Background: an optimization exercise with open tools, aiming at small area, a short achievable clock period and few clock cycles. Do not read the settings as production practice. RTL that was checked went through simulation tests only; none was proved equivalent to the original. No activity file was given, so power comes from the tool's default toggle rates.

Design md5, start of the top module:
module md5(
    input clk,
    input reset_n,
    input done,
    input [63:0] pwd,
    output [127:0] hash_pwd,
    output en
);
==> flow/config.mk <==
export PLATFORM = sky130hd
export DESIGN_NAME = md5
export DESIGN_NICKNAME = md5
export VERILOG_FILES = /design/flow/design.v
export SDC_FILE = /design/flow/constraint.sdc
export NUM_CORES = 4
export LEC_CHECK = 0
export ABC_AREA = 1
export CAP_MARGIN = 40
export CORE_MARGIN = 2
export CORE_UTILIZATION = 40
export PLACE_DENSITY = 0.6
export SLEW_MARGIN = 30
==> flow/constraint.sdc <==
create_clock -name core_clock -period 16.0 [get_ports {clk}]
set_input_delay 3.2000 -clock core_clock [delete_from_list [all_inputs] [get_ports {clk}]]
set_output_delay 3.2000 -clock core_clock [all_outputs]
set_load 0.01 [all_outputs]
standard.sh (not shown) runs the stock make flow with config.mk's settings and CLKGATE_MAP_FILE= SYNTH_SCRIPT=/design/flow/synth_recipe.tcl, a recipe that flattens the netlist after the stock synthesis.
==> flow/flow/run.sh <==
#!/bin/bash
# Own flow: the standard layout (standard.sh: unchanged synthesis, SDC and
# clock period). Two settings differ from the standard ones:
#  - OpenROAD's timing repair is asked to leave a larger setup margin (in
#    flow/margin.txt) than the standard settings allow, so that it works on the
#    paths that set the achieved period;
#  - every input and output port still gets its own buffer, but a plain
#    sky130_fd_sc_hd__buf_1 instead of the delay buffer buffer_ports picks.
# All tool output goes to standard.log in this folder.
set -o pipefail
MARGIN=$(cat flow/margin.txt)
bash standard.sh SETUP_SLACK_MARGIN=$MARGIN "BUFFER_PORTS_ARGS=-buffer_cell sky130_fd_sc_hd__buf_1" finish > standard.log 2>&1
==> flow/flow/margin.txt <==
12
The first run finished with timing, DRC and antenna clean.
Then changed:
==> flow/flow/margin.txt (replaced) <==
11
TNS_END_PERCENT = 20   (was default)
Utilization went down by 5.6 points.
Final area decreases by 11%.
Worst setup slack gets worse by 0.13 ns.
Critical path depth goes down by 1.
Clock skew rose by 0.0065 ns.
Die area does not change.
Global-route usage fell by 2.3 points.
Function was not checked in any run of this note: the RTL went through the layout flow alone.

* * *

md5, a different RTL version from the one above (not shown whole).
Size: about 3200 cells after synthesis, roughly 200 I/O pins, about 22000 sq um of cells after synthesis.
Design md5, start of the top module:
module md5(
    input clk,
    input reset_n,
    input done,
    input [63:0] pwd,
    output [127:0] hash_pwd,
    output en
);
==> flow/config.mk <==
export PLATFORM = sky130hd
export DESIGN_NAME = md5
export DESIGN_NICKNAME = md5
export VERILOG_FILES = /design/flow/design.v
export SDC_FILE = /design/flow/constraint.sdc
export NUM_CORES = 4
export LEC_CHECK = 0
export ABC_AREA = 1
export CAP_MARGIN = 40
export CORE_MARGIN = 2
export CORE_UTILIZATION = 40
export PLACE_DENSITY = 0.6
export SLEW_MARGIN = 30
==> flow/constraint.sdc <==
create_clock -name core_clock -period 16.0 [get_ports {clk}]
set_input_delay 3.2000 -clock core_clock [delete_from_list [all_inputs] [get_ports {clk}]]
set_output_delay 3.2000 -clock core_clock [all_outputs]
set_load 0.01 [all_outputs]
==> flow/flow/margin.txt <==
11.5
Scripts as last shown in full above: flow/flow/run.sh
Testbench counts at the start, summed over its fixed seeds: cycles 26,872.
Edit:
==> flow/flow/margin.txt (replaced) <==
11
- sequential power barely changes
- utilization shrinks by 2.8 points
- routed wire length drops by about 4.5%
- combinational power fell by about 10%
- die area stays the same
- cell area came out lower by about 6%
- setup slack got worse by 0.19 ns
- final cell count is lower by 1.8%

* * *

Setup of exp/umber:
Another version of the RTL of md5 (not shown whole).
Size in the first run: roughly 3200 cells after synthesis, about 240 flip-flops, roughly 200 I/O pins, ~22000 um2 of cells after synthesis.
Settings: LEC_CHECK=0, ABC_AREA=1, CAP_MARGIN=40, CORE_MARGIN=2, CORE_UTILIZATION=40, PLACE_DENSITY=0.6, SLEW_MARGIN=30; clock period 16.0 ns.
==> flow/flow/run.sh <==
#!/bin/bash
# Own flow: the standard layout (standard.sh, unchanged synthesis, SDC and
# clock period), with OpenROAD's timing repair asked to leave a larger setup
# margin than the standard settings allow, so that it works on the paths that
# set the achieved period. All tool output goes to standard.log here.
set -o pipefail
MARGIN=$(cat flow/margin.txt)
bash standard.sh SETUP_SLACK_MARGIN=$MARGIN finish > standard.log 2>&1
==> flow/flow/margin.txt <==
11
In summary, exp/umber completed successfully, with a layout that passed the timing, DRC and antenna checks.
Changes in exp/willow relative to exp/umber:
==> flow/flow/run.sh <==
#!/bin/bash
# Own flow: the standard layout (standard.sh: unchanged synthesis, SDC and
# clock period). Two settings differ from the standard ones:
#  - OpenROAD's timing repair is asked to leave a larger setup margin (in
#    flow/margin.txt) than the standard settings allow, so that it works on the
#    paths that set the achieved period;
#  - every input and output port still gets its own buffer, but a plain
#    sky130_fd_sc_hd__buf_1 instead of the delay buffer buffer_ports picks.
# All tool output goes to standard.log in this folder.
set -o pipefail
MARGIN=$(cat flow/margin.txt)
bash standard.sh SETUP_SLACK_MARGIN=$MARGIN "BUFFER_PORTS_ARGS=-buffer_cell sky130_fd_sc_hd__buf_1" finish > standard.log 2>&1
--- outcome ---
- Diff exp/willow and exp/umber: cell count higher in exp/umber
- Final area ended up about 6% lower on exp/willow than on exp/umber.
- exp/willow vs. exp/umber: part of the total power dissipated in combinational logic now smaller; multi-input combinational area share went up by 2.3 points; largest net degree at the start of global routing went up by 8; number of search-and-repair iterations in the first detailed-routing pass -1; non-clock buffer share of cell area has decreased.
- On exp/willow: cell depth of the worst setup path is 19 higher than what exp/umber gave.
- Of exp/willow and exp/umber, exp/umber shows the lower worst slack after detailed placement, with exp/willow above it.
- Power in exp/willow is about 3.4% below exp/umber.
- For exp/umber, the library cell contributing the largest single delay on the critical path was sky130_fd_sc_hd__clkdlybuf4s50_1, unlike exp/willow, where it was sky130_fd_sc_hd__fa_1.
- Number of buffers other than clock buffers in the final layout (exp/willow over exp/umber): decrease, 37
Function was not checked in any run of this note: the RTL went through the layout flow alone.

* * *

## the reference run
Another version of the RTL of md5 (not shown whole).
Size in the first run: about 2,300 cells after synthesis, about 200 I/O pins, about 0.018 mm2 of cells after synthesis.
==> flow/config.mk <==
export PLATFORM = sky130hd
export DESIGN_NAME = md5
export DESIGN_NICKNAME = md5
export VERILOG_FILES = /design/flow/design.v
export SDC_FILE = /design/flow/constraint.sdc
export NUM_CORES = 4
export LEC_CHECK = 0
export CAP_MARGIN = 40
export CORE_MARGIN = 2
export CORE_UTILIZATION = 40
export PLACE_DENSITY = 0.6
export SLEW_MARGIN = 30
==> flow/constraint.sdc <==
create_clock -name core_clock -period 16.0 [get_ports {clk}]
set_input_delay 3.2000 -clock core_clock [delete_from_list [all_inputs] [get_ports {clk}]]
set_output_delay 3.2000 -clock core_clock [all_outputs]
set_load 0.01 [all_outputs]
==> flow/flow/run.sh <==
#!/bin/bash
# Own flow: the standard layout (standard.sh, unchanged synthesis, SDC and
# clock period), with OpenROAD's timing repair asked to leave a larger setup
# margin than the standard settings allow, so that it works on the paths that
# set the achieved period. All tool output goes to standard.log here.
set -o pipefail
MARGIN=$(cat flow/margin.txt)
bash standard.sh SETUP_SLACK_MARGIN=$MARGIN finish > standard.log 2>&1
==> flow/flow/margin.txt <==
10
### the reference run -> the trial run
==> flow/run.sh (new file) <==
#!/bin/bash
# synth_recipe.tcl (not shown) runs the flow's synth.tcl, then flattens the netlist and writes it again
# the make line also repeats each setting of config.mk as NAME=value (left out here)
make -C /OpenROAD-flow-scripts/flow DESIGN_CONFIG=/design/flow/config.mk WORK_HOME=/design/flow/orfs CLKGATE_MAP_FILE= SYNTH_SCRIPT=/design/flow/synth_recipe.tcl finish
--- a/flow/config.mk
+++ b/flow/config.mk
@@ -8,5 +8,5 @@
 export CAP_MARGIN = 40
 export CORE_MARGIN = 2
-export CORE_UTILIZATION = 40
-export PLACE_DENSITY = 0.6
+export CORE_UTILIZATION = 14
+export PLACE_DENSITY = 0.25
 export SLEW_MARGIN = 30
removed: flow/flow/run.sh
removed: flow/flow/margin.txt
removed: flow/standard.sh
--- outcome ---
The final layout from the trial run, which completed every stage, passed the timing, DRC and antenna checks at the end of the flow.
Between the trial run and the reference run, it is the trial run whose non-clock buffer count is lower, by about 40%.
Measured against each other, the trial run and the reference run differ in final worst setup slack, the lower figure coming from the trial run.
Looking only at clock skew, and setting everything else aside, the higher value of the trial run and the reference run goes to the reference run.
The reference run has higher switching power than the trial run.
No run of this note included a check of the RTL's function; only the layout flow was run.

port drivers added, routing unchanged:
No port has a modelled driver above. Below, the same layouts with a new extraction and two added sets of constraints. Step 1 (the two cells are an assumption about what drives the block):
set clk [get_ports {clk}]
set_driving_cell -lib_cell sky130_fd_sc_hd__clkbuf_16 $clk
set_driving_cell -lib_cell sky130_fd_sc_hd__buf_2 [delete_from_list [all_inputs] $clk]
Step 2 times the ports against the registers' clock, not the clock port: input delays grow and output delays shrink by t, the midpoint of the rising clock arrivals with the driver on. Slacks: no drivers / after step 1 / after step 2; pairs: no drivers / after step 1.
run | t, ns | slack for setup (ns) | worst setup path after step 2 | worst data-port slew with drivers (ns)
the first run of note 1 | 0.619 | 11.336 / 11.336 / 11.336 | register to register | 0.09
the second run of note 1 | 0.627 | 11.202 / 11.201 / 11.202 | register to register | 0.09
the first run of note 2 | 0.633 | 11.416 / 11.350 / 11.391 | input to register | 0.10
the second run of note 2 | 0.627 | 11.225 / 11.225 / 11.225 | register to register | 0.10
exp/umber | 0.624 | 10.992 / 10.933 / 11.011 | register to register | 0.06
exp/willow | 0.669 | 11.024 / 11.024 / 11.024 | register to register | 0.09
the reference run | 0.543 | 9.143 / 9.143 / 9.143 | register to register | 0.05
the trial run | 0.562 | 7.209 / 7.209 / 7.209 | register to register | 0.05
After both steps setup and hold are still met in every run listed. For the first run of note 2, which loses most, drivers alone change the setup slack by -0.066 ns; drivers and shift together by -0.025 ns.
